What follows belongs to an exercise in optimizing a design on an open flow for small area, a short achievable clock period and few clock cycles; a production flow would make more cautious choices.
Function was checked by simulation only, so behaviour that the tests miss may differ from the original.
Power is estimated from default activity; no workload was simulated.

==> flow/design.v, too long to show whole: its modules and the start of the top module <==
// module busunit: 226 lines
// module idecode: 315 lines
// module div: 167 lines
// module cpuops: 201 lines
// module zipcpu: 883 lines
// module zipbones: 112 lines
// module zipcore: 25 lines
module	zipcore(i_clk, i_reset,
		o_wb_cyc, o_wb_stb, o_wb_we, o_wb_addr, o_wb_data, o_wb_sel,
		i_wb_ack, i_wb_stall, i_wb_data, i_wb_err);
  // ...
==> flow/run.sh <==
#!/bin/bash
# synth_recipe.tcl (not shown) runs the flow's synth.tcl, then flattens the netlist and writes it again
# the make line also repeats each setting of config.mk as NAME=value (left out here)
make -C /OpenROAD-flow-scripts/flow DESIGN_CONFIG=/design/flow/config.mk WORK_HOME=/design/flow/orfs CLKGATE_MAP_FILE= SYNTH_SCRIPT=/design/flow/synth_recipe.tcl finish
==> flow/config.mk <==
export PLATFORM = sky130hd
export DESIGN_NAME = zipcore
export DESIGN_NICKNAME = zipcore
export VERILOG_FILES = /design/flow/design.v
export SDC_FILE = /design/flow/constraint.sdc
export NUM_CORES = 4
export LEC_CHECK = 0
export CAP_MARGIN = 20
export CORE_MARGIN = 2
export CORE_UTILIZATION = 55
export SLEW_MARGIN = 20
==> flow/constraint.sdc <==
create_clock -name core_clock -period 12.0 [get_ports {i_clk}]
set_input_delay 2.4000 -clock core_clock [delete_from_list [all_inputs] [get_ports {i_clk}]]
set_output_delay 2.4000 -clock core_clock [all_outputs]
set_load 0.01 [all_outputs]
==> qor.csv, run 1 <==
metric,value,unit
M1 wire length,206,mm
hpwl dp,390,mm
CP required,12.76,ns
CTS max path bufs,4,
Tap Cells,3496,
cell row count,187,
Internal Power,0.0132,W
worst hold start,swic.thecpu.op_pc[25],
final setup TNS,0,ns
most frequent cell after synthesis,edfxtp_1,
Non-CTS inverters,690,
Crit path top cell by count,buf_4,
Hold Path Cell Cnt,0,
sequential power share,51.1,%
total power,0.0169,W
"Most Used Layer, Global Route",met2,
met3 Use GR,11.1,%
Pwr Density,107,nW/µm²
final hold violation count,0,
Compound-Gate Fraction of Synth Area,13.1,%
Seq/total area,40.6,%
synth warn,6,
Final Cycle Share,63.4,%
status,"complete, no violations",
Setup WS pre-CTS,4.57,ns
ys async rst share,0,%
setup bufs post-CTS,0,
Switching Power,0.00374,W
Power Combinational,0.000531,W
PortBufs,105,
Post-Layout Cell Count,16600,
crit-path max cell delay,0.61,ns
Testbench counts, summed over its fixed seeds: cycles 38,403.
==> module zipcpu, before the edit <==
module	zipcpu(i_clk, i_rst, i_interrupt,
		i_halt, i_clear_pf_cache, i_dbg_reg, i_dbg_we, i_dbg_data,
			o_dbg_stall, o_dbg_reg, o_dbg_cc,
			o_break,
		o_wb_gbl_cyc, o_wb_gbl_stb,
			o_wb_lcl_cyc, o_wb_lcl_stb,
			o_wb_we, o_wb_addr, o_wb_data, o_wb_sel,
			i_wb_ack, i_wb_stall, i_wb_data,
			i_wb_err,
		o_op_stall, o_pf_stall, o_i_count
		);
	parameter [31:0] RESET_ADDRESS=32'h0100000;
	parameter	ADDRESS_WIDTH=30,
			LGICACHE=8;
	parameter	IMPLEMENT_MPY = 4;
	parameter	IMPLEMENT_DIVIDE = 1;
	parameter	IMPLEMENT_FPU = 0,
			IMPLEMENT_LOCK=1;
	parameter	EARLY_BRANCHING = 0;
	parameter	WITH_LOCAL_BUS = 1;
	localparam	AW=ADDRESS_WIDTH;
	localparam	[(AW-1):0]	RESET_BUS_ADDRESS = RESET_ADDRESS[(AW+1):2];
	input	wire		i_clk, i_rst, i_interrupt;
	input	wire		i_halt, i_clear_pf_cache;
	input	wire	[4:0]	i_dbg_reg;
	input	wire		i_dbg_we;
	input	wire	[31:0]	i_dbg_data;
	output	wire		o_dbg_stall;
	output	reg	[31:0]	o_dbg_reg;
	output	reg	[3:0]	o_dbg_cc;
	output	wire		o_break;
	output	wire		o_wb_gbl_cyc, o_wb_gbl_stb;
	output	wire		o_wb_lcl_cyc, o_wb_lcl_stb, o_wb_we;
	output	wire	[(AW-1):0]	o_wb_addr;
	output	wire	[31:0]	o_wb_data;
	output	wire	[3:0]	o_wb_sel;
	input	wire		i_wb_ack, i_wb_stall;
	input	wire	[31:0]	i_wb_data;
	input	wire		i_wb_err;
	output	wire		o_op_stall;
	output	wire		o_pf_stall;
	output	wire		o_i_count;
	(* ram_style = "distributed" *)
	reg	[31:0]	regset [0:31];
	reg	[3:0]	flags, iflags;
	wire	[14:0]	w_uflags, w_iflags;
	reg		break_en, step, sleep, r_halted;
	wire		break_pending, trap, gie, ubreak;
	wire		w_clear_icache, ill_err_u;
	reg		ill_err_i;
	reg		ibus_err_flag;
	wire		ubus_err_flag;
	wire		idiv_err_flag, udiv_err_flag;
	wire		ifpu_err_flag, ufpu_err_flag;
	wire		ihalt_phase, uhalt_phase;
	wire		master_ce;
	reg	[(AW+1):0]	pf_pc;
	reg	new_pc;
	wire	clear_pipeline;
	assign	clear_pipeline = new_pc;
	wire		dcd_stalled;
	wire		pf_cyc, pf_stb, pf_we, pf_ack, pf_stall, pf_err;
	wire	[(AW-1):0]	pf_addr;
	wire	[31:0]		pf_data;
	wire	[31:0]		pf_instruction;
	wire	[(AW-1):0]	pf_instruction_pc;
	wire	pf_valid, pf_gie, pf_illegal;
	reg		op_valid ,
			op_valid_mem, op_valid_alu;
	reg		op_valid_div, op_valid_fpu;
	wire		op_stall, dcd_ce, dcd_phase;
	wire	[3:0]	dcd_opn;
	wire	[4:0]	dcd_A, dcd_B, dcd_R;
	wire		dcd_Acc, dcd_Bcc, dcd_Apc, dcd_Bpc, dcd_Rcc, dcd_Rpc;
	wire	[3:0]	dcd_F;
	wire		dcd_wR, dcd_rA, dcd_rB,
				dcd_ALU, dcd_M, dcd_DIV, dcd_FP,
				dcd_wF, dcd_gie, dcd_break, dcd_lock,
				dcd_pipe, dcd_ljmp;
	wire		dcd_valid;
	wire	[AW:0]	dcd_pc ;
	wire	[31:0]	dcd_I;
	wire		dcd_zI;	 
	wire	dcd_A_stall, dcd_B_stall, dcd_F_stall;
	wire	dcd_illegal;
	wire			dcd_early_branch, dcd_early_branch_stb;
	wire	[(AW-1):0]	dcd_branch_pc;
	wire		dcd_sim;
	wire	[22:0]	dcd_sim_immv;
	reg	[4:0]	alu_reg;
	wire	[3:0]	op_opn;
	wire	[4:0]	op_R;
	reg	[31:0]	r_op_Av, r_op_Bv;
	reg	[(AW-1):0]	op_pc;
	wire	[31:0]	w_op_Av, w_op_Bv;
	wire	[31:0]	op_Av, op_Bv;
	reg		op_wR, op_wF;
	wire		op_gie, op_Rcc;
	wire	[3:0]	op_Fl;
	reg	[6:0]	r_op_F;
	wire	[7:0]	op_F;
	wire		op_ce, op_phase, op_pipe, op_change_data_ce;
	reg	op_illegal;
	wire	op_break;
	wire	op_lock;
	wire	[(AW-1):0]	alu_pc;
	reg		r_alu_pc_valid, mem_pc_valid;
	wire		alu_pc_valid;
	wire		alu_phase;
	wire		alu_ce , alu_stall;
	wire	[31:0]	alu_result;
	wire	[3:0]	alu_flags;
	wire		alu_valid, alu_busy;
	wire		set_cond;
	reg		alu_wR, alu_wF;
	wire		alu_gie, alu_illegal;
	wire	mem_ce, mem_stalled;
	wire	mem_pipe_stalled;
	wire	mem_valid, mem_ack, mem_stall, mem_err, bus_err,
		mem_cyc_gbl, mem_cyc_lcl, mem_stb_gbl, mem_stb_lcl, mem_we;
	wire	[4:0]		mem_wreg;
	wire			mem_busy, mem_rdbusy;
	wire	[(AW-1):0]	mem_addr;
	wire	[31:0]		mem_data, mem_result;
	wire	[3:0]		mem_sel;
	wire	div_ce, div_error, div_busy, div_valid;
	wire	[31:0]	div_result;
	wire	[3:0]	div_flags;
	wire		fpu_ce, fpu_error, fpu_busy, fpu_valid;
	wire	[31:0]	fpu_result;
	wire	[3:0]	fpu_flags;
	wire	trap_now;
	assign	div_ce = (master_ce)&&(!clear_pipeline)&&(op_valid_div)
				&&(!mem_rdbusy)&&(!div_busy)&&(!fpu_busy)&&(!alu_busy)
				&&(!trap_now)
				&&(set_cond);
	assign	fpu_ce = (master_ce)&&(!clear_pipeline)&&(op_valid_fpu)
				&&(!mem_rdbusy)&&(!div_busy)&&(!fpu_busy)
				&&(set_cond);
	wire	adf_ce_unconditional;
	wire		wr_reg_ce, wr_flags_ce, wr_write_pc, wr_write_cc,
			wr_write_scc, wr_write_ucc;
	wire	[4:0]	wr_reg_id;
	wire	[31:0]	wr_gpreg_vl, wr_spreg_vl;
	wire	w_switch_to_interrupt, w_release_from_interrupt;
	reg	[(AW+1):0]	ipc;
	wire	[(AW+1):0]	upc;
	assign	master_ce = ((!i_halt)||(alu_phase))&&(!o_break)&&(!sleep);
	assign		dcd_stalled = (dcd_valid)&&(op_stall);
	wire	prelock_stall;
	reg	cc_invalid_for_dcd;
	always @(posedge i_clk)
		cc_invalid_for_dcd <= (wr_flags_ce)
			||(wr_reg_ce)&&(wr_reg_id[3:0] == 4'he)
			||(op_valid)&&((op_wF)||((op_wR)&&(op_R[3:0] == 4'he)))
			||((alu_wF)||((alu_wR)&&(alu_reg[3:0] == 4'he)))
			||(mem_busy)||(div_busy)||(fpu_busy);
	wire	seq_stall, seq_only;
	assign	seq_stall = (alu_busy)||(div_busy)||(fpu_busy)
			||(wr_reg_ce)||(mem_busy)||(op_valid)||(wr_flags_ce);
	assign	seq_only = ((step)&&(gie))
			||((dcd_valid)&&((dcd_rA)&&((dcd_Acc)||((dcd_Apc)&&(dcd_A[4] != dcd_gie)))))
			||((dcd_valid)&&((dcd_rB)&&((dcd_Bcc)||((dcd_Bpc)&&(dcd_B[4] != dcd_gie)))));
	assign	op_stall = ((seq_only)&&(seq_stall))
		||(op_valid)&&(  
			(alu_stall)
			||(((op_valid_div)||(op_valid_fpu))
				&&(!adf_ce_unconditional))
			||(mem_stalled)  
			||(op_Rcc)
			)
			||(dcd_valid)&&(
				(dcd_A_stall)
				||(dcd_B_stall)
				||(dcd_F_stall)
			);
	assign	op_ce = ((dcd_valid)||(dcd_illegal)||(dcd_early_branch))&&(!op_stall);
	assign	op_change_data_ce = (!op_stall);
	assign	alu_stall = (((!master_ce)||(mem_rdbusy)||(alu_busy))&&(op_valid_alu))  
			||(prelock_stall)
			||((op_valid)&&(op_break))
			||(wr_reg_ce)&&(wr_write_cc)
			||(div_busy)||(fpu_busy);
	assign	alu_ce = (master_ce)&&(op_valid_alu)&&(!alu_stall)
				&&(!clear_pipeline)&&(!trap_now);
	assign	mem_ce = (master_ce)&&(op_valid_mem)&&(!mem_stalled)
			&&(!clear_pipeline)&&(!trap_now);
	assign	mem_stalled = (mem_busy)||(alu_busy)||(div_busy)||(fpu_busy)||((op_valid_mem)&&(
				(!master_ce)
				||((wr_reg_ce)&&(wr_reg_id[4] == op_gie)&&((wr_write_pc)||(wr_write_cc)))));
	assign	adf_ce_unconditional = (master_ce)&&(!clear_pipeline)&&(op_valid)
				&&(!op_valid_mem)&&(!mem_rdbusy)
				&&((!op_valid_alu)||(!alu_stall))&&(!op_break)
				&&(!div_busy)&&(!fpu_busy)&&(!alu_busy)&&(!clear_pipeline)
				&&(!trap_now);
	wire	pf_stalled;
	assign	pf_stalled = (dcd_stalled)||(dcd_phase);
	wire	pf_new_pc;
	assign	pf_new_pc = (new_pc)||((dcd_early_branch_stb)&&(!clear_pipeline));
	wire	[(AW-1):0]	pf_request_address;
	assign	pf_request_address = ((dcd_early_branch)&&(!clear_pipeline))
				? dcd_branch_pc:pf_pc[(AW+1):2];
	assign	pf_gie = gie;
	busunit #(ADDRESS_WIDTH)
		bus(i_clk, i_rst,
			pf_new_pc, w_clear_icache, (!pf_stalled), pf_request_address,
			pf_instruction, pf_instruction_pc, pf_valid, pf_illegal,
			(mem_ce)&&(set_cond), (op_opn[2:0]), op_Bv, op_Av, op_R,
			mem_busy, mem_valid, bus_err, mem_wreg, mem_result, mem_we,
			o_wb_gbl_cyc, o_wb_gbl_stb, o_wb_we, o_wb_addr, o_wb_data,
			o_wb_sel, i_wb_ack, i_wb_stall, i_wb_err, i_wb_data);
	assign	pf_cyc = o_wb_gbl_cyc;
	assign	o_wb_lcl_cyc = 1'b0;
	assign	o_wb_lcl_stb = 1'b0;
	assign	mem_cyc_gbl = 1'b0;
	assign	mem_cyc_lcl = 1'b0;
	assign		dcd_ce = (!dcd_valid)||(!dcd_stalled);
	idecode #(AW, IMPLEMENT_MPY, EARLY_BRANCHING, IMPLEMENT_DIVIDE,
			IMPLEMENT_FPU)
		instruction_decoder(i_clk, 
			(clear_pipeline)||(w_clear_icache),
			dcd_ce,
			dcd_stalled, pf_instruction, pf_gie,
			pf_instruction_pc, pf_valid, pf_illegal, 
			dcd_valid, dcd_phase,
			dcd_illegal, dcd_pc, dcd_gie,
			{ dcd_Rcc, dcd_Rpc, dcd_R },
			{ dcd_Acc, dcd_Apc, dcd_A },
			{ dcd_Bcc, dcd_Bpc, dcd_B },
			dcd_I, dcd_zI, dcd_F, dcd_wF, dcd_opn,
			dcd_ALU, dcd_M, dcd_DIV, dcd_FP, dcd_break, dcd_lock,
			dcd_wR,dcd_rA, dcd_rB,
			dcd_early_branch, dcd_early_branch_stb,
			dcd_branch_pc, dcd_ljmp,
			dcd_pipe,
			dcd_sim, dcd_sim_immv);
	assign	op_pipe = 1'b0;
	assign	w_op_Av = regset[dcd_A];
	assign	w_op_Bv = regset[dcd_B];
	wire	[8:0]	w_cpu_info;
	assign	w_cpu_info = 9'h1c1;  
	wire	[31:0]	w_pcA_v;
	assign	w_pcA_v[(AW+1):0] = { (dcd_A[4] == dcd_gie)
				? { dcd_pc[AW:1], 2'b00 }
				: { upc[(AW+1):2], uhalt_phase, 1'b0 } };
	generate
	if (AW < 30)
		assign	w_pcA_v[31:(AW+2)] = 0;
	endgenerate
	reg	[4:0]	op_Aid, op_Bid;
	reg		op_rA, op_rB;
	always @(posedge i_clk)
		if (op_ce)
		begin
			op_Aid <= dcd_A;
			op_Bid <= dcd_B;
			op_rA <= dcd_rA;
			op_rB <= dcd_rB;
		end
	wire	fwd_alu;
	assign	fwd_alu = ((alu_wR)&&(alu_valid))||(div_valid);
	wire	fwd_dcdA, fwd_dcdB, fwd_opA, fwd_opB;
	assign	fwd_dcdA = ((mem_valid)&&(mem_wreg == dcd_A))
				||((fwd_alu)&&(alu_reg == dcd_A));
	assign	fwd_dcdB = ((mem_valid)&&(mem_wreg == dcd_B))
				||((fwd_alu)&&(alu_reg == dcd_B));
	assign	fwd_opA  = ((mem_valid)&&(mem_wreg == op_Aid))
				||((fwd_alu)&&(alu_reg == op_Aid));
	assign	fwd_opB  = ((mem_valid)&&(mem_wreg == op_Bid))
				||((fwd_alu)&&(alu_reg == op_Bid));
	always @(posedge i_clk)
		if (op_ce)
		begin
			if (fwd_dcdA)
				r_op_Av <= wr_gpreg_vl;
			else
			if (dcd_Apc)
				r_op_Av <= w_pcA_v;
			else if (dcd_Acc)
				r_op_Av <= { w_cpu_info, w_op_Av[22:16], 1'b0, (dcd_A[4])?w_uflags:w_iflags };
			else
				r_op_Av <= w_op_Av;
		end else
		begin
			if ((wr_reg_ce)&&(wr_reg_id == op_Aid)&&(op_rA))
				r_op_Av <= wr_gpreg_vl;
		end
	wire	[31:0]	w_op_BnI, w_pcB_v;
	assign	w_pcB_v[(AW+1):0] = { (dcd_B[4] == dcd_gie)
					? { dcd_pc[AW:1], 2'b00 }
					: { upc[(AW+1):2], uhalt_phase, 1'b0 } };
	generate
	if (AW < 30)
		assign	w_pcB_v[31:(AW+2)] = 0;
	endgenerate
	assign	w_op_BnI = (!dcd_rB) ? 32'h00
		: (fwd_dcdB) ? wr_gpreg_vl
		: ((dcd_Bcc) ? { w_cpu_info, w_op_Bv[22:16],  
			1'b0, (dcd_B[4])?w_uflags:w_iflags}
		: w_op_Bv);
	always @(posedge i_clk)
		if ((op_ce)&&(dcd_Bpc)&&(dcd_rB))
			r_op_Bv <= w_pcB_v + { dcd_I[29:0], 2'b00 };
		else if (op_ce)
			r_op_Bv <= w_op_BnI + dcd_I;
		else if ((wr_reg_ce)&&(op_Bid == wr_reg_id)&&(op_rB))
			r_op_Bv <= wr_gpreg_vl;
	always @(posedge i_clk)
		if (op_ce)  
		begin  
			case(dcd_F[2:0])
			3'h0:	r_op_F <= 7'h00;	 
			3'h1:	r_op_F <= 7'h11;	 
			3'h2:	r_op_F <= 7'h44;	 
			3'h3:	r_op_F <= 7'h22;	 
			3'h4:	r_op_F <= 7'h08;	 
			3'h5:	r_op_F <= 7'h10;	 
			3'h6:	r_op_F <= 7'h40;	 
			3'h7:	r_op_F <= 7'h20;	 
			endcase
		end  
	assign	op_F = { r_op_F[3], r_op_F[6:0] };
	wire	w_op_valid;
	assign	w_op_valid = (!clear_pipeline)&&(dcd_valid)&&(!dcd_ljmp)&&(!dcd_early_branch);
	always @(posedge i_clk)
		if (clear_pipeline)
		begin
			op_valid     <= 1'b0;
			op_valid_alu <= 1'b0;
			op_valid_mem <= 1'b0;
			op_valid_div <= 1'b0;
			op_valid_fpu <= 1'b0;
		end else if (op_ce)
		begin
			op_valid<= (w_op_valid)||(dcd_illegal)&&(dcd_valid)||(dcd_early_branch);
			op_valid_alu <= (w_op_valid)&&((dcd_ALU)||(dcd_illegal)
					||(dcd_early_branch));
			op_valid_mem <= (dcd_M)&&(!dcd_illegal)&&(w_op_valid);
			op_valid_div <= (dcd_DIV)&&(!dcd_illegal)&&(w_op_valid);
			op_valid_fpu <= (dcd_FP)&&(!dcd_illegal)&&(w_op_valid);
		end else if ((adf_ce_unconditional)||(mem_ce))
		begin
			op_valid     <= 1'b0;
			op_valid_alu <= 1'b0;
			op_valid_mem <= 1'b0;
			op_valid_div <= 1'b0;
			op_valid_fpu <= 1'b0;
		end
	reg	r_op_break;
	always @(posedge i_clk)
		if ((i_rst)||(clear_pipeline))	r_op_break <= 1'b0;
		else if (op_ce)
			r_op_break <= (dcd_break);
		else if (!op_valid)
			r_op_break <= 1'b0;
	assign	op_break = r_op_break;
	generate
	if (IMPLEMENT_LOCK != 0)
	begin
		reg	r_op_lock;
		always @(posedge i_clk)
			if (clear_pipeline)
				r_op_lock <= 1'b0;
			else if (op_ce)
				r_op_lock <= (dcd_valid)&&(dcd_lock)&&(!clear_pipeline);
		assign	op_lock = r_op_lock;
	end else begin
		assign	op_lock = 1'b0;
	end endgenerate
	always @(posedge i_clk)
		if (clear_pipeline)
			op_illegal <= 1'b0;
		else if(op_ce)
			op_illegal <= (dcd_valid)&&((dcd_illegal)||((dcd_lock)&&(IMPLEMENT_LOCK == 0)));
		else if(alu_ce)
			op_illegal <= 1'b0;
	always @(posedge i_clk)
		if (op_ce)
		begin
			op_wF <= (dcd_wF)&&((!dcd_Rcc)||(!dcd_wR))
				&&(!dcd_early_branch)&&(!dcd_illegal);
			op_wR <= (dcd_wR)&&(!dcd_early_branch)&&(!dcd_illegal);
		end
	reg	[3:0]	r_op_opn;
	reg	[4:0]	r_op_R;
	reg		r_op_Rcc;
	reg		r_op_gie;
	always @(posedge i_clk)
		if (op_change_data_ce)
		begin
			r_op_opn    <= (dcd_early_branch) ? 4'hf : dcd_opn;
			r_op_R    <= dcd_R;
			r_op_Rcc <= (dcd_Rcc)&&(dcd_wR)&&(dcd_R[4]==dcd_gie);
			r_op_gie <= dcd_gie;
			op_pc  <= (dcd_early_branch)?dcd_branch_pc:dcd_pc[AW:1];
		end
	assign	op_opn = r_op_opn;
	assign	op_R = r_op_R;
	assign	op_gie = r_op_gie;
	assign	op_Rcc = r_op_Rcc;
	assign	op_Fl = (op_gie)?(w_uflags[3:0]):(w_iflags[3:0]);
	reg	r_op_phase;
	always @(posedge i_clk)
		if (clear_pipeline)
			r_op_phase <= 1'b0;
		else if (op_change_data_ce)
			r_op_phase <= (dcd_phase)&&((!dcd_wR)||(!dcd_Rpc));
	assign	op_phase = r_op_phase;
	assign	op_Av = (fwd_opA)
			?  wr_gpreg_vl : r_op_Av;
	assign	dcd_A_stall = (dcd_rA)  
				&&((op_valid)||(mem_rdbusy)
					||(div_busy)||(fpu_busy))
				&&(((op_wF)||(cc_invalid_for_dcd))&&(dcd_Acc))
			||((dcd_rA)&&(dcd_Acc)&&(cc_invalid_for_dcd));
	assign	op_Bv = (fwd_opB)&&(op_rB)
			? wr_gpreg_vl: r_op_Bv;
	assign	dcd_B_stall = (dcd_rB)  
				&&((op_valid)||(mem_rdbusy)
					||(div_busy)||(fpu_busy)||(alu_busy))
				&&(
				((!dcd_zI)&&(
					((op_R == dcd_B)&&(op_wR))
					||((mem_rdbusy)&&(!dcd_pipe))
					))
				||(((op_wF)||(cc_invalid_for_dcd))&&(dcd_Bcc))
				)
			||((dcd_rB)&&(dcd_Bcc)&&(cc_invalid_for_dcd))
			||((dcd_rB)&&(!dcd_zI)&&((div_busy)||(alu_busy)||(fpu_busy)||(mem_rdbusy)));
	assign	dcd_F_stall = ((!dcd_F[3])
					||((dcd_rA)&&(dcd_Acc))
					||((dcd_rB)&&(dcd_Bcc)))
					&&(op_valid)&&(op_Rcc);
	cpuops	#(IMPLEMENT_MPY) doalu(i_clk, (clear_pipeline),
			alu_ce, op_opn, op_Av, op_Bv,
			alu_result, alu_flags, alu_valid, alu_busy);
	generate
	if (IMPLEMENT_DIVIDE != 0)
	begin
		div thedivide(i_clk, (clear_pipeline), div_ce, op_opn[0],
			op_Av, op_Bv, div_busy, div_valid, div_error, div_result,
			div_flags);
	end else begin
		assign	div_error = 1'b0;  
		assign	div_busy  = 1'b0;
		assign	div_valid = 1'b0;
		assign	div_result= 32'h00;
		assign	div_flags = 4'h0;
	end endgenerate
	generate
	if (IMPLEMENT_FPU != 0)
	begin
		assign	fpu_error = 1'b0;  
		assign	fpu_busy  = 1'b0;
		assign	fpu_valid = 1'b0;
		assign	fpu_result= 32'h00;
		assign	fpu_flags = 4'h0;
	end else begin
		assign	fpu_error = 1'b0;
		assign	fpu_busy  = 1'b0;
		assign	fpu_valid = 1'b0;
		assign	fpu_result= 32'h00;
		assign	fpu_flags = 4'h0;
	end endgenerate
	assign	set_cond = ((op_F[7:4]&op_Fl[3:0])==op_F[3:0]);
	always @(posedge i_clk)
		if ((i_rst)||(clear_pipeline))
		begin
			alu_wR   <= 1'b0;
			alu_wF   <= 1'b0;
		end else if (alu_ce)
		begin
			alu_wR  <= (op_wR)&&(set_cond);
			alu_wF  <= (op_wF)&&(set_cond);
		end else if (!alu_busy) begin
			alu_wR <= (i_halt)&&(i_dbg_we);
			alu_wF <= 1'b0;
		end
	reg	r_alu_phase;
	always @(posedge i_clk)
		if (i_rst)
			r_alu_phase <= 1'b0;
		else if ((adf_ce_unconditional)||(mem_ce))
			r_alu_phase <= op_phase;
	assign	alu_phase = r_alu_phase;
	always @(posedge i_clk)
		if (adf_ce_unconditional)
			alu_reg <= op_R;
		else if ((i_halt)&&(i_dbg_we))
			alu_reg <= i_dbg_reg;
	reg		dbgv;
	always @(posedge i_clk)
		dbgv <= (!i_rst)&&(i_halt)&&(i_dbg_we)&&(r_halted);
	reg	[31:0]	dbg_val;
	always @(posedge i_clk)
		dbg_val <= i_dbg_data;
	reg	r_alu_gie;
	always @(posedge i_clk)
		if ((adf_ce_unconditional)||(mem_ce))
			r_alu_gie  <= op_gie;
	assign	alu_gie = r_alu_gie;
	reg	[(AW-1):0]	r_alu_pc;
	always @(posedge i_clk)
		if ((adf_ce_unconditional)
			||((master_ce)&&(op_valid_mem)&&(!clear_pipeline)
				&&(!mem_stalled)))
			r_alu_pc  <= op_pc;
	assign	alu_pc = r_alu_pc;
	reg	r_alu_illegal;
	always @(posedge i_clk)
		if (clear_pipeline)
			r_alu_illegal <= 1'b0;
		else if (alu_ce)
			r_alu_illegal <= op_illegal;
		else
			r_alu_illegal <= 1'b0;
	assign	alu_illegal = (r_alu_illegal);
	always @(posedge i_clk)
		if (clear_pipeline)
			r_alu_pc_valid <= 1'b0;
		else if ((adf_ce_unconditional)&&(!op_phase))
			r_alu_pc_valid <= 1'b1;
		else if (((!alu_busy)&&(!div_busy)&&(!fpu_busy))||(clear_pipeline))
			r_alu_pc_valid <= 1'b0;
	assign	alu_pc_valid = (r_alu_pc_valid)&&((!alu_busy)&&(!div_busy)&&(!fpu_busy));
	always @(posedge i_clk)
		if (i_rst)
			mem_pc_valid <= 1'b0;
		else
			mem_pc_valid <= (mem_ce);
	wire	bus_lock;
	generate
	if (IMPLEMENT_LOCK != 0)
	begin
		reg	r_prelock_stall;
		always @(posedge i_clk)
			if (clear_pipeline)
				r_prelock_stall <= 1'b0;
			else if ((op_valid)&&(op_lock)&&(op_ce))
				r_prelock_stall <= 1'b1;
			else if ((op_valid)&&(dcd_valid)&&(pf_valid))
				r_prelock_stall <= 1'b0;
		assign	prelock_stall = r_prelock_stall;
		reg	r_prelock_primed;
		always @(posedge i_clk)
			if (clear_pipeline)
				r_prelock_primed <= 1'b0;
			else if (r_prelock_stall)
				r_prelock_primed <= 1'b1;
			else if ((adf_ce_unconditional)||(mem_ce))
				r_prelock_primed <= 1'b0;
		reg	[1:0]	r_bus_lock;
		always @(posedge i_clk)
			if (clear_pipeline)
				r_bus_lock <= 2'b00;
			else if ((op_valid)&&((adf_ce_unconditional)||(mem_ce)))
			begin
				if (r_prelock_primed)
					r_bus_lock <= 2'b10;
				else if (r_bus_lock != 2'h0)
					r_bus_lock <= r_bus_lock + 2'b11;
			end
		assign	bus_lock = |r_bus_lock;
	end else begin
		assign	prelock_stall = 1'b0;
		assign	bus_lock = 1'b0;
	end endgenerate
	assign	mem_pipe_stalled = 1'b0;
	assign	mem_rdbusy = ((mem_busy)&&(!mem_we));
	assign	wr_reg_ce = (dbgv)||(mem_valid)
				||((!clear_pipeline)&&(!alu_illegal)
					&&(((alu_wR)&&(alu_valid))
						||(div_valid)||(fpu_valid)));
	assign	wr_reg_id = (alu_wR|div_valid|fpu_valid)?alu_reg:mem_wreg;
	assign	wr_write_cc = (wr_reg_id[3:0] == 4'he);
	assign	wr_write_scc = (wr_reg_id[4:0] == {1'b0, 4'he});
	assign	wr_write_ucc = (wr_reg_id[4:0] == {1'b1, 4'he});
	assign	wr_write_pc = (wr_reg_id[3:0] == 4'hf);
	assign	wr_gpreg_vl = ((mem_valid) ? mem_result
				:((div_valid|fpu_valid))
					? ((div_valid) ? div_result:fpu_result)
				:((dbgv) ? dbg_val : alu_result));
	assign	wr_spreg_vl = ((mem_valid) ? mem_result
				:((dbgv) ? dbg_val : alu_result));
	always @(posedge i_clk)
		if (wr_reg_ce)
			regset[wr_reg_id] <= wr_gpreg_vl;
	assign	wr_flags_ce = ((alu_wF)||(div_valid)||(fpu_valid))&&(!clear_pipeline)&&(!alu_illegal);
	assign	w_uflags = { 1'b0, uhalt_phase, ufpu_err_flag,
			udiv_err_flag, ubus_err_flag, trap, ill_err_u,
			ubreak, step, 1'b1, sleep,
			((wr_flags_ce)&&(alu_gie))?((div_valid)?div_flags:alu_flags):flags };
	assign	w_iflags = { 1'b0, ihalt_phase, ifpu_err_flag,
			idiv_err_flag, ibus_err_flag, trap, ill_err_i,
			break_en, 1'b0, 1'b0, sleep,
			((wr_flags_ce)&&(!alu_gie))?((div_valid)?div_flags:alu_flags):iflags };
	always @(posedge i_clk)
		if ((wr_reg_ce)&&(wr_write_ucc))
			flags <= wr_gpreg_vl[3:0];
		else if ((wr_flags_ce)&&(alu_gie))
			flags <= (div_valid)?div_flags:((fpu_valid)?fpu_flags
				: alu_flags);
	always @(posedge i_clk)
		if ((wr_reg_ce)&&(wr_write_scc))
			iflags <= wr_gpreg_vl[3:0];
		else if ((wr_flags_ce)&&(!alu_gie))
			iflags <= (div_valid)?div_flags:((fpu_valid)?fpu_flags
				: alu_flags);
	always @(posedge i_clk)
		if ((i_rst)||(i_halt))
			break_en <= 1'b0;
		else if ((wr_reg_ce)&&(wr_write_scc))
			break_en <= wr_spreg_vl[7];
	reg	r_break_pending;
	always @(posedge i_clk)
		if ((clear_pipeline)||(!op_valid))
			r_break_pending <= 1'b0;
		else if (op_break)
			r_break_pending <= (!alu_busy)&&(!div_busy)&&(!fpu_busy)&&(!mem_busy)&&(!wr_reg_ce);
		else
			r_break_pending <= 1'b0;
	assign	break_pending = r_break_pending;
	assign	o_break = ((break_en)||(!op_gie))&&(break_pending)
				&&(!clear_pipeline)
			||((!alu_gie)&&(bus_err))
			||((!alu_gie)&&(div_error))
			||((!alu_gie)&&(fpu_error))
			||((!alu_gie)&&(alu_illegal)&&(!clear_pipeline));
	always @(posedge i_clk)
		if ((i_rst)||(w_switch_to_interrupt))
			sleep <= 1'b0;
		else if ((wr_reg_ce)&&(wr_write_cc)&&(!alu_gie))
			sleep <= (wr_spreg_vl[4])
				&&((!i_interrupt)||(!wr_spreg_vl[5]));
		else if ((wr_reg_ce)&&(wr_write_cc)&&(wr_spreg_vl[5]))
			sleep <= wr_spreg_vl[4];
	always @(posedge i_clk)
		if (i_rst)
			step <= 1'b0;
		else if ((wr_reg_ce)&&(!alu_gie)&&(wr_write_ucc))
			step <= wr_spreg_vl[6];
	assign	trap_now = (w_switch_to_interrupt)||(o_break);
	assign	w_switch_to_interrupt = (gie)&&(
			((i_interrupt)&&(!alu_phase)&&(!bus_lock))
			||(((alu_pc_valid)||(mem_pc_valid))&&(step)&&(!alu_phase)&&(!bus_lock))
			||((master_ce)&&(break_pending)&&(!break_en))
			||((alu_illegal)&&(!clear_pipeline))
			||(div_error)
			||(fpu_error)
			||(bus_err)
			||((wr_reg_ce)&&(!wr_spreg_vl[5])
				&&(wr_reg_id[4])&&(wr_write_cc))
			);
	assign	w_release_from_interrupt = (!gie)&&(!i_interrupt)
			&&(((wr_reg_ce)&&(wr_spreg_vl[5])
				&&(wr_write_scc))
			);
	reg	r_gie;
	always @(posedge i_clk)
		if (i_rst)
			r_gie <= 1'b0;
		else if (w_switch_to_interrupt)
			r_gie <= 1'b0;
		else if (w_release_from_interrupt)
			r_gie <= 1'b1;
	assign	gie = r_gie;
	reg	r_trap;
	always @(posedge i_clk)
		if ((i_rst)||(w_release_from_interrupt))
			r_trap <= 1'b0;
		else if ((alu_gie)&&(wr_reg_ce)&&(!wr_spreg_vl[5])
				&&(wr_write_ucc))  
			r_trap <= 1'b1;
		else if ((wr_reg_ce)&&(wr_write_ucc)&&(!alu_gie))
			r_trap <= (r_trap)&&(wr_spreg_vl[9]);
	reg	r_ubreak;
	always @(posedge i_clk)
		if ((i_rst)||(w_release_from_interrupt))
			r_ubreak <= 1'b0;
		else if ((op_gie)&&(break_pending)&&(w_switch_to_interrupt))
			r_ubreak <= 1'b1;
		else if (((!alu_gie)||(dbgv))&&(wr_reg_ce)&&(wr_write_ucc))
			r_ubreak <= (ubreak)&&(wr_spreg_vl[7]);
	assign	trap = r_trap;
	assign	ubreak = r_ubreak;
	always @(posedge i_clk)
		if (i_rst)
			ill_err_i <= 1'b0;
		else if ((dbgv)&&(wr_write_scc))
			ill_err_i <= (ill_err_i)&&(wr_spreg_vl[8]);
		else if ((alu_illegal)&&(!alu_gie)&&(!clear_pipeline))
			ill_err_i <= 1'b1;
	reg	r_ill_err_u;
	always @(posedge i_clk)
		if ((i_rst)||(w_release_from_interrupt))
			r_ill_err_u <= 1'b0;
		else if (((!alu_gie)||(dbgv))&&(wr_reg_ce)&&(wr_write_ucc))
			r_ill_err_u <=((ill_err_u)&&(wr_spreg_vl[8]));
		else if ((alu_illegal)&&(alu_gie)&&(!clear_pipeline))
			r_ill_err_u <= 1'b1;
	assign	ill_err_u = r_ill_err_u;
	always @(posedge i_clk)
		if (i_rst)
			ibus_err_flag <= 1'b0;
		else if ((dbgv)&&(wr_write_scc))
			ibus_err_flag <= (ibus_err_flag)&&(wr_spreg_vl[10]);
		else if ((bus_err)&&(!alu_gie))
			ibus_err_flag <= 1'b1;
	reg	r_ubus_err_flag;
	always @(posedge i_clk)
		if ((i_rst)||(w_release_from_interrupt))
			r_ubus_err_flag <= 1'b0;
		else if (((!alu_gie)||(dbgv))&&(wr_reg_ce)&&(wr_write_ucc))
			r_ubus_err_flag <= (ubus_err_flag)&&(wr_spreg_vl[10]);
		else if ((bus_err)&&(alu_gie))
			r_ubus_err_flag <= 1'b1;
	assign	ubus_err_flag = r_ubus_err_flag;
	generate
	if (IMPLEMENT_DIVIDE != 0)
	begin
		reg	r_idiv_err_flag, r_udiv_err_flag;
		always @(posedge i_clk)
			if (i_rst)
				r_idiv_err_flag <= 1'b0;
			else if ((dbgv)&&(wr_write_scc))
				r_idiv_err_flag <= (r_idiv_err_flag)&&(wr_spreg_vl[11]);
			else if ((div_error)&&(!alu_gie))
				r_idiv_err_flag <= 1'b1;
		assign	idiv_err_flag = r_idiv_err_flag;
		always @(posedge i_clk)
			if ((i_rst)||(w_release_from_interrupt))
				r_udiv_err_flag <= 1'b0;
			else if (((!alu_gie)||(dbgv))&&(wr_reg_ce)
					&&(wr_write_ucc))
				r_udiv_err_flag <= (r_udiv_err_flag)&&(wr_spreg_vl[11]);
			else if ((div_error)&&(alu_gie))
				r_udiv_err_flag <= 1'b1;
		assign	udiv_err_flag = r_udiv_err_flag;
	end else begin
		assign	idiv_err_flag = 1'b0;
		assign	udiv_err_flag = 1'b0;
	end endgenerate
	generate
	if (IMPLEMENT_FPU !=0)
	begin
		reg		r_ifpu_err_flag, r_ufpu_err_flag;
		always @(posedge i_clk)
			if (i_rst)
				r_ifpu_err_flag <= 1'b0;
			else if ((dbgv)&&(wr_write_scc))
				r_ifpu_err_flag <= (r_ifpu_err_flag)&&(wr_spreg_vl[12]);
			else if ((fpu_error)&&(fpu_valid)&&(!alu_gie))
				r_ifpu_err_flag <= 1'b1;
		always @(posedge i_clk)
			if ((i_rst)&&(w_release_from_interrupt))
				r_ufpu_err_flag <= 1'b0;
			else if (((!alu_gie)||(dbgv))&&(wr_reg_ce)
					&&(wr_write_ucc))
				r_ufpu_err_flag <= (r_ufpu_err_flag)&&(wr_spreg_vl[12]);
			else if ((fpu_error)&&(alu_gie)&&(fpu_valid))
				r_ufpu_err_flag <= 1'b1;
		assign	ifpu_err_flag = r_ifpu_err_flag;
		assign	ufpu_err_flag = r_ufpu_err_flag;
	end else begin
		assign	ifpu_err_flag = 1'b0;
		assign	ufpu_err_flag = 1'b0;
	end endgenerate
	reg		r_ihalt_phase;
	always @(posedge i_clk)
		if (i_rst)
			r_ihalt_phase <= 1'b0;
		else if ((!alu_gie)&&(alu_pc_valid)&&(!clear_pipeline))
			r_ihalt_phase <= alu_phase;
	assign	ihalt_phase = r_ihalt_phase;
	reg		r_uhalt_phase;
	always @(posedge i_clk)
		if ((i_rst)||(w_release_from_interrupt))
			r_uhalt_phase <= 1'b0;
		else if ((alu_gie)&&(alu_pc_valid))
			r_uhalt_phase <= alu_phase;
		else if ((!alu_gie)&&(wr_reg_ce)&&(wr_write_ucc))
			r_uhalt_phase <= wr_spreg_vl[13];
	assign	uhalt_phase = r_uhalt_phase;
	reg	[(AW+1):0]	r_upc;
	always @(posedge i_clk)
		if ((wr_reg_ce)&&(wr_reg_id[4])&&(wr_write_pc))
			r_upc <= { wr_spreg_vl[(AW+1):2], 2'b00 };
		else if ((alu_gie)&&
				(((alu_pc_valid)&&(!clear_pipeline)&&(!alu_illegal))
				||(mem_pc_valid)))
			r_upc <= { alu_pc, 2'b00 };
	assign	upc = r_upc;
	always @(posedge i_clk)
		if (i_rst)
			ipc <= { RESET_BUS_ADDRESS, 2'b00 };
		else if ((wr_reg_ce)&&(!wr_reg_id[4])&&(wr_write_pc))
			ipc <= { wr_spreg_vl[(AW+1):2], 2'b00 };
		else if ((!alu_gie)&&(!alu_phase)&&
				(((alu_pc_valid)&&(!clear_pipeline)&&(!alu_illegal))
				||(mem_pc_valid)))
			ipc <= { alu_pc, 2'b00 };
	always @(posedge i_clk)
		if (i_rst)
			pf_pc <= { RESET_BUS_ADDRESS, 2'b00 };
		else if ((w_switch_to_interrupt)||((!gie)&&(w_clear_icache)))
			pf_pc <= { ipc[(AW+1):2], 2'b00 };
		else if ((w_release_from_interrupt)||((gie)&&(w_clear_icache)))
			pf_pc <= { upc[(AW+1):2], 2'b00 };
		else if ((wr_reg_ce)&&(wr_reg_id[4] == gie)&&(wr_write_pc))
			pf_pc <= { wr_spreg_vl[(AW+1):2], 2'b00 };
		else if ((dcd_early_branch)&&(!clear_pipeline))
			pf_pc <= { dcd_branch_pc + 1'b1, 2'b00 };
		else if ((new_pc)||((!pf_stalled)&&(pf_valid)))
			pf_pc <= { pf_pc[(AW+1):2] + {{(AW-1){1'b0}},1'b1}, 2'b00 };
	reg	r_clear_icache;
	always @(posedge i_clk)
		if ((i_rst)||(i_clear_pf_cache))
			r_clear_icache <= 1'b1;
		else if ((wr_reg_ce)&&(wr_write_scc))
			r_clear_icache <=  wr_spreg_vl[14];
		else
			r_clear_icache <= 1'b0;
	assign	w_clear_icache = r_clear_icache;
	always @(posedge i_clk)
		if ((i_rst)||(w_clear_icache))
			new_pc <= 1'b1;
		else if (w_switch_to_interrupt)
			new_pc <= 1'b1;
		else if (w_release_from_interrupt)
			new_pc <= 1'b1;
		else if ((wr_reg_ce)&&(wr_reg_id[4] == gie)&&(wr_write_pc))
			new_pc <= 1'b1;
		else
			new_pc <= 1'b0;
	wire	[31:0]	w_debug_pc;
	assign	w_debug_pc[(AW+1):0] = { (i_dbg_reg[4])
				? { upc[(AW+1):2], uhalt_phase, 1'b0 }
				: { ipc[(AW+1):2], ihalt_phase, 1'b0 } };
	generate
	if (AW<30)
		assign	w_debug_pc[31:(AW+2)] = 0;
	endgenerate
	always @(posedge i_clk)
	begin
		o_dbg_reg <= regset[i_dbg_reg];
		if (i_dbg_reg[3:0] == 4'hf)
			o_dbg_reg <= w_debug_pc;
		else if (i_dbg_reg[3:0] == 4'he)
		begin
			o_dbg_reg[14:0] <= (i_dbg_reg[4])?w_uflags:w_iflags;
			o_dbg_reg[15] <= 1'b0;
			o_dbg_reg[31:23] <= w_cpu_info;
			o_dbg_reg[5] <= gie;
		end
	end
	always @(posedge i_clk)
		o_dbg_cc <= { o_break, bus_err, gie, sleep };
	always @(posedge i_clk)
		r_halted <= (i_halt)&&(
			(!pf_cyc)&&(!mem_busy)&&(!alu_busy)
				&&(!div_busy)&&(!fpu_busy)
			&&((op_valid)||(i_rst)||(dcd_illegal))
			&&((dcd_valid)||(i_rst)||(pf_illegal)));
	assign	o_dbg_stall = !r_halted;
	assign	o_op_stall = (master_ce)&&(op_stall);
	assign	o_pf_stall = (master_ce)&&(!pf_valid);
	assign	o_i_count  = (alu_pc_valid)&&(!clear_pipeline);
	/*verilator lint_off UNUSED*/
	wire	[56:0]	unused;
	assign	unused = { pf_new_pc,
		fpu_ce, pf_data, wr_spreg_vl[1:0],
		ipc[1:0], upc[1:0], pf_pc[1:0],
		dcd_rA, dcd_pipe, dcd_zI,
		dcd_A_stall, dcd_B_stall, dcd_F_stall,
		op_Rcc, op_pipe, op_lock, mem_pipe_stalled, prelock_stall,
		dcd_F };
	generate if (AW+2 < 32)
	begin
		wire	[31:(AW+2)] generic_ignore;
		assign generic_ignore = wr_spreg_vl[31:(AW+2)];
	end endgenerate
	/*verilator lint_on UNUSED*/
endmodule
==> run 2, diff against run 1 <==
--- a/flow/design.v
+++ b/flow/design.v
@@ -1073,9 +1073,14 @@
 	assign	seq_stall = (alu_busy)||(div_busy)||(fpu_busy)
 			||(wr_reg_ce)||(mem_busy)||(op_valid)||(wr_flags_ce);
 	assign	seq_only = ((step)&&(gie))
-			||((dcd_valid)&&((dcd_rA)&&((dcd_Acc)||((dcd_Apc)&&(dcd_A[4] != dcd_gie)))))
-			||((dcd_valid)&&((dcd_rB)&&((dcd_Bcc)||((dcd_Bpc)&&(dcd_B[4] != dcd_gie)))));
-	assign	op_stall = ((seq_only)&&(seq_stall))
+			||((dcd_valid)&&(dcd_rA)&&(dcd_Apc)&&(dcd_A[4] != dcd_gie))
+			||((dcd_valid)&&(dcd_rB)&&(dcd_Bpc)&&(dcd_B[4] != dcd_gie));
+	wire	cc_read, cc_stall;
+	assign	cc_read = (dcd_valid)&&(((dcd_rA)&&(dcd_Acc))
+					||((dcd_rB)&&(dcd_Bcc)));
+	assign	cc_stall = (alu_busy)||(div_busy)||(fpu_busy)||(op_valid)
+			||(mem_rdbusy)||((wr_reg_ce)&&(wr_write_cc));
+	assign	op_stall = ((seq_only)&&(seq_stall))||((cc_read)&&(cc_stall))
 		||(op_valid)&&(  
 			(alu_stall)
 			||(((op_valid_div)||(op_valid_fpu))
--- a/flow/config.mk
+++ b/flow/config.mk
@@ -7,5 +7,6 @@
 export LEC_CHECK = 0
 export CAP_MARGIN = 20
 export CORE_MARGIN = 2
-export CORE_UTILIZATION = 55
+export CORE_UTILIZATION = 40
+export SETUP_SLACK_MARGIN = 4
 export SLEW_MARGIN = 20
==> run 2 against run 1 <==
Net effect: still clean; register-to-register slack improved by 0.04 ns; first-iteration DRC count fell by 4.6%; worst hold slack improved by 0.074 ns; combinational power fell by 9.2%; clock-buffer cell count rose by 40; setup slack improved by 0.041 ns; largest power group unchanged.
==> qor.csv, run 2 <==
metric,value,unit,change
Antenna Nets Post-Route,0,,
"Most Used Layer, Global Route",met2,,
WL final,516,mm,
drt wl/cell,29.0,µm,
CP required,12.72,ns,-0.04 ns
Final Util,44.8,%,
Final Cycle Share,63.0,%,-0.34 points
Avg Vias per Cell,6.15,,
# DRC,0,,
M2 GR Usage,42.0,%,
initial core utilization,40.1,%,
Num CTS Buffers,264,,
hpwl dp,355,mm,-8.8%
Worst Tran Pin Value,1.28,ns,
cell taking the most area after synthesis,edfxtp_1,,
CTS H-tree lvls,5,,
GR Layer Usage met1,37.8,%,
"Arr. time, crit path",8.28,ns,
vias in the first global route,104000,,
first-pass GRT wire length,738,mm,
reg-to-reg critical path startpoint,swic.thecpu.alu_wR,,
total grt overflow,0,,
Synth Net Count,13700,,
Synth Flop Type,edfxtp_1,,
largest net degree at the start of global routing,138,,
cell row count,220,,+18%
most frequent cell after synthesis,edfxtp_1,,
CTS max path bufs,4,,unchanged
Num Clock Sinks,2280,,
status,"complete, no violations",,
Chip Height,603,µm,
worst reg-to-reg path cell count,27,,
router iterations before antenna repair,9,,
Mapped Area,144000,µm²,
RePlAce Congestion,1.05,,
most frequent cells in the layout,"edfxtp_1, nor2_1, nand2_1",,
clk root buf,clkbuf_16,,
setup violators final,0,,
ys async rst share,0,%,unchanged
CTS Hold Bufs,0,,
kind of end point of the critical path,flip-flop,,
# IOs,106,,
biggest regs,"swic.thecpu.regset x1024, swic.thecpu.bus.f_data x128, swic.thecpu.doalu.genblk2.genblk1.genblk1.genblk1.r_hi x43",,
fin crit period,7.56,ns,
crit-path max cell delay,0.51,ns,-0.10 ns
Max transition margin,14.2,%,
Yosys top cell area share,39.2,%,
Pwr Density,109,nW/µm²,+1.7%
initial antenna violation count,29,,
number of synthesized flops with an enable pin,1874,,
max-cap violation count,0,,
final hold violation count,0,,unchanged
"top cells by count, synth","edfxtp_1, nor2_1, nand2_1",,
Pleak,58.5,nW,
clock latency (worst-skew pair),0.92,ns,
CTS tree,done,,
DR vias,109000,,
CP Depth,27,,
Synth area leaders,"edfxtp_1, mux4_2, ha_1",,
synth warn,6,,unchanged
RR Endpoint,swic.thecpu.doalu.o_c[30],,
Setup WS pre-CTS,4.05,ns,-0.525 ns
crit-path leading delay family,compound AO/OA/AOI/OAI gates,,
critical path class,reg2reg,,
PortBufs,105,,unchanged
Final Skew,0.0701,ns,
Detailed Route Iter0 Violations,14400,,
met3 Use GR,5.32,%,-5.7 points
Die X,603,µm,
syn_area_per_cell,11.3,µm²,
total power,0.0174,W,+3.0%
setup slack after layout,4.44,ns,
Worst setup SP type,flip-flop,,
max reg flops,1024,,
crit path capture,swic.thecpu.doalu.o_c[30],,
setup bufs post-CTS,0,,unchanged
#FFs+latches synth,2280,,
Hold WS,0.416,ns,
CP max FO,47,,
final slew viol count,0,,
Die ar.,364000,µm²,
share of cells above drive strength 1,14.0,%,
sequential share of the synthesized area,44.8,%,
clock-pin transition on the worst setup and hold timing paths,0.06,ns,
cells after synthesis,12700,,
RSZ-0062 raised after global routing,no,,
Biggest register,swic.thecpu.regset,,
GRT Total Usage,27.6,%,
crit path buf inv count,4,,
"most common cell after layout, fill and taps aside",edfxtp_1,,
hold crit path type,reg2reg,,
"Area growth, synth to finish",11.8,%,
Final #Nets,13700,,
final setup TNS,0,ns,unchanged
critical path startpoint,swic.thecpu.alu_wR,,
Worst path slowest cell,buf_4,,
r2r setup slk,4.44,ns,
Unique masters post-synth,100,,
Peak Freq,132,MHz,
VDD IR max,0.136,mV,
core box area,358000,µm²,
==> run 2: cells by family (layout without fill, tap and decap cells) <==
family	Yosys count	in the layout	synth area share, %
AND/OR/NAND/NOR	3413	3413	11.0
AO/OA/AOI/OAI	2922	2922	12.9
flip-flops	2280	2280	44.8
buffers and inverters	1329	1580	3.52
multiplexers	1177	1177	14.2
adder cells (fa/ha/maj)	919	919	9.33
XOR/XNOR	695	695	4.24
other	0	19	0
==> run 2: final cells by class <==
cell class | count | area, µm²
Tap cell | 4773 | 5970
Inverter | 671 | 2520
Clock inverter | 144 | 1520
Sequential cell | 2280 | 64500
Antenna cell | 19 | 47.5
Multi-Input combinational cell | 9126 | 75200
Fill cell | 33000 | 198000
Timing Repair Buffer | 428 | 3610
Clock buffer | 337 | 7270
==> run 2: timing repair <==
item,4_1_cts,5_1_grt
gates resized for setup,0,10
endpoints found under the hold margin,0,0
endpoints found under the setup margin,0,8
==> run 2: layer usage <==
layer  wire length, µm  vias up
li1                  -    47700
met4             28900       12
met1            209000    54500
met2            227000     5855
met5                71        -
met3             51700     1240
==> run 2: how the worst min path moves through the flow <==
stage,startpoint,end,cells after the start
after CTS,swic.thecpu.op_pc[8],swic.thecpu.r_alu_pc[8],0
after global placement,swic.thecpu.op_pc[0],swic.thecpu.r_alu_pc[0],0
final,swic.thecpu.op_pc[13],swic.thecpu.r_alu_pc[13],0
after floorplan,swic.thecpu.op_pc[0],swic.thecpu.r_alu_pc[0],0
after global routing,swic.thecpu.op_pc[12],swic.thecpu.r_alu_pc[12],0
after detailed placement,swic.thecpu.op_pc[13],swic.thecpu.r_alu_pc[13],0
==> run 2: stage by stage <==
stage,area [µm²],std cells
floorplan,144000,12700
global placement,152000,17300
detailed placement,152000,17300
CTS,160000,17800
global route,161000,17800
finish,161000,17800
==> run 2: where the power goes <==
group          leakage (nW)  internal (W)  switching [W]  total, W
clock network          4.29       0.00488        0.00344   0.00831
logic                  33.6      0.000181       0.000301  0.000482
registers              20.6       0.00857      0.0000762   0.00864
total                  58.5        0.0136        0.00382    0.0174
Testbench counts of run 2, summed over its fixed seeds: cycles 38,192.
==> run 3, diff against run 2 <==
--- a/flow/config.mk
+++ b/flow/config.mk
@@ -7,6 +7,6 @@
 export LEC_CHECK = 0
 export CAP_MARGIN = 20
 export CORE_MARGIN = 2
-export CORE_UTILIZATION = 40
+export CORE_UTILIZATION = 55
 export SETUP_SLACK_MARGIN = 4
 export SLEW_MARGIN = 20
==> run 3 against run 2 <==
Net effect: the layout now fails its checks (max-slew violations); sequential share of layout area rose by 0.65 points; highest routed layer unchanged; area after synthesis did not move; critical endpoint is now swic.thecpu.doalu.o_c[31]; design area fell by 1.6%; clock-buffer cell count fell by 25; final cell count fell by 7.9%.
==> qor.csv, run 3 <==
metric,value,unit,change
status,finished with violations,,
layout check failures,max-slew violations,,
Worst setup SP type,flip-flop,,
VDD IR max,0.164,mV,+20%
hpwl dp,372,mm,+4.8%
multi-input logic area,75100,µm²,-0.13%
max reg flops,1024,,unchanged
Antenna Nets Post-Route,0,,unchanged
Mapped Area,144000,µm²,unchanged
most frequent cells in the layout,"edfxtp_1, nor2_1, nand2_1",,
# DRC,0,,unchanged
#FFs+latches synth,2280,,unchanged
Synth area leaders,"edfxtp_1, mux4_2, ha_1",,
"Area growth, synth to finish",9.99,%,
Pwr Density,106,nW/µm²,-2.2%
RePlAce Congestion,1.09,,+3.6%
biggest regs,"swic.thecpu.regset x1024, swic.thecpu.bus.f_data x128, swic.thecpu.doalu.genblk2.genblk1.genblk1.genblk1.r_hi x43",,
Peak Freq,128,MHz,-3.2%
# IOs,106,,unchanged
total grt overflow,0,,unchanged
adder-cell area share of the yosys netlist,9.33,%,unchanged
Synth Net Count,13700,,unchanged
"top cells by count, synth","edfxtp_1, nor2_1, nand2_1",,
CP required,12.73,ns,about the same
Chip Height,515,µm,-15%
Crit path top cell by count,a21o_1,,
"Arr. time, crit path",8.54,ns,+0.26 ns
clock latency (worst-skew pair),1.00,ns,+0.08 ns
core box area,260000,µm²,-28%
kind of end point of the critical path,flip-flop,,
Avg Vias per Cell,6.81,,+11%
cells after synthesis,12700,,unchanged
WL final,531,mm,+2.9%
DR vias,112000,,+2.1%
Synth Flop Type,edfxtp_1,,
Max transition margin,-6.35,%,-21 points
CP max FO,41,,-13%
drt wl/cell,32.4,µm,+12%
post-synthesis mux area share,14.2,%,unchanged
Num Clock Sinks,2280,,unchanged
final hold violation count,0,,unchanged
first-pass GRT wire length,758,mm,+2.6%
CTS tree,done,,
Compound-Gate Fraction of Synth Area,12.9,%,unchanged
Die ar.,265000,µm²,-27%
Worst path slowest cell,a31oi_1,,
final slew viol count,82,,+82
"most common cell after layout, fill and taps aside",edfxtp_1,,
max-cap violation count,0,,unchanged
Final Cycle Share,65.1,%,+2.1 points
Die X,515,µm,-15%
syn_area_per_cell,11.3,µm²,unchanged
RSZ-0062 raised after global routing,no,,
Final #Nets,13700,,-0.058%
ys async rst share,0,%,unchanged
clock-pin transition on the worst setup and hold timing paths,0.06,ns,about the same
cell taking the most area after synthesis,edfxtp_1,,
Register Area,64500,µm²,unchanged
most frequent cell after synthesis,edfxtp_1,,
Synth Area in Simple Gates,11.0,%,unchanged
Unique masters post-synth,100,,unchanged
cell row count,187,,-15%
clk root buf,clkbuf_16,,
Worst Tran Pin Value,1.60,ns,+0.314 ns
router iterations before antenna repair,10,,+1
crit-path max cell delay,0.70,ns,+0.19 ns
Detailed Route Iter0 Violations,15500,,+7.6%
vias in the first global route,108000,,+3.8%
share of cells above drive strength 1,13.9,%,-0.089 points
initial core utilization,55.3,%,+15 points
CTS H-tree lvls,4,,-1
Num CTS Buffers,242,,-8.3%
Biggest register,swic.thecpu.regset,,
number of synthesized flops with an enable pin,1874,,unchanged
Yosys top cell area share,39.2,%,unchanged
final setup TNS,0,ns,unchanged
Final Util,60.9,%,+16 points
sequential share of the synthesized area,44.8,%,unchanged
setup violators final,0,,unchanged
largest family of logic cells by synthesized area,multiplexers,,
XOR/XNOR share of the synthesized area,4.24,%,unchanged
largest net degree at the start of global routing,164,,+19%
fin crit period,7.81,ns,+0.247 ns
GRT Total Usage,39.4,%,+12 points
critical path class,reg2reg,,
initial antenna violation count,30,,+3.4%
CTS max path bufs,4,,unchanged
Pleak,58.1,nW,-0.57%
Final Skew,0.123,ns,+0.0528 ns
synth warn,6,,unchanged
Layout fillers,20700,,-37%
PortBufs,105,,unchanged
hold crit path type,reg2reg,,
==> run 3: layout make-up <==
class / instances / share of cell area, %
Antenna cell: 11 / 0.0174
Clock buffer: 312 / 4.09
Clock inverter: 137 / 0.922
Inverter: 671 / 1.59
Multi-Input combinational cell: 9126 / 47.5
Sequential cell: 2280 / 40.8
Tap cell: 3402 / 2.69
Timing Repair Buffer: 442 / 2.37
==> run 3: critical path, delay by kind of cell (launching register included) <==
| kind | cells | cell delay, ns |
|---|---|---|
| compound gates | 16 | 4.14 |
| fa+ha+maj | 1 | 0.32 |
| buf+inv | 3 | 1.19 |
| flops | 1 | 0.32 |
| mux | 1 | 0.35 |
| simple gates | 5 | 1.14 |
==> run 3: path summary, 6_finish.rpt <==
| path | from | to | slack (ns) | cells past startpoint |
|---|---|---|---|---|
| worst min-delay path | swic.thecpu.op_pc[7] | swic.thecpu.r_alu_pc[7] | 0.37 | 0 |
| worst max-delay path | swic.thecpu.genblk4.thedivide.o_valid | swic.thecpu.doalu.o_c[31] | 4.19 | 26 |
| worst max register to register | swic.thecpu.genblk4.thedivide.o_valid | swic.thecpu.doalu.o_c[31] | 4.19 | 26 |
| worst min register to register | swic.thecpu.op_pc[7] | swic.thecpu.r_alu_pc[7] | 0.37 | 0 |
==> run 3: kinds of logic after synthesis <==
kind of cell               count (synthesis)
and+or+nand+nor                         3413
AOI/OAI and AO/OA                       2922
DFF                                     2280
buffers and inverters                   1329
muxes                                   1177
adders and majority gates                919
xor gates and xnor gates                 695
==> run 3: timing repair <==
action	in CTS	in global routing
gates resized for setup	3	14
setup endpoints to repair	5	10
gates cloned	0	1
hold buffers	0	0
buffers inserted	0	2
endpoints found under the hold margin	0	0
==> run 3: routing by layer <==
layer | vias up | share of wire [%] | global-route usage [%]
li1 | 47700 | - | -
met1 | 55600 | 39 | 52.8
met2 | 6877 | 44 | 59.3
met3 | 1456 | 10 | 8.18
met4 | 20 | 6.9 | 23.1
met5 | - | 0.027 | 0
==> run 3: metrics by stage <==
stage                     total power, W  instances  worst slack [ns]  hold slack [ns]  instance area [µm²]
after floorplan                  0.00907      12700              4.19            0.400               144000
after global placement           0.00927      15900              3.75            0.400               150000
after detailed placement         0.00929      15900              3.90            0.405               150000
after CTS                         0.0168      16400              4.03            0.357               158000
after global routing              0.0172      16400              4.00            0.365               158000
final                             0.0168      16400              4.19            0.371               158000
==> run 3: power breakdown <==
group          switching [W]  leakage, nW  internal (W)
clock                0.00329         3.88       0.00436
sequential         0.0000706         20.6       0.00857
combinational       0.000315         33.7      0.000183

## port drivers added, routing unchanged
How much do the figures lean on ideal ports? The routed layouts below were timed once more, with nothing changed but the port constraints.
Step 1 sets driving cells, clkbuf_16 on the clock port and buf_2 on the other inputs (assumed; they add their load-dependent delay and slew).
Step 2 moves the port delays by t, midway between the first and last clock arrival at a register: inputs arrive t later, outputs are due t later. That takes back most of the time a late clock gives input paths.
Slacks: ideal / step 1 / step 2; pairs: ideal / step 1.
run	t, ns	setup slack, ns	worst setup path after step 2
run 1	1.010	4.395 / 4.395 / 4.395	register to register
run 2	0.991	4.436 / 4.436 / 4.436	register to register
run 3	1.023	4.189 / 4.189 / 4.189	register to register
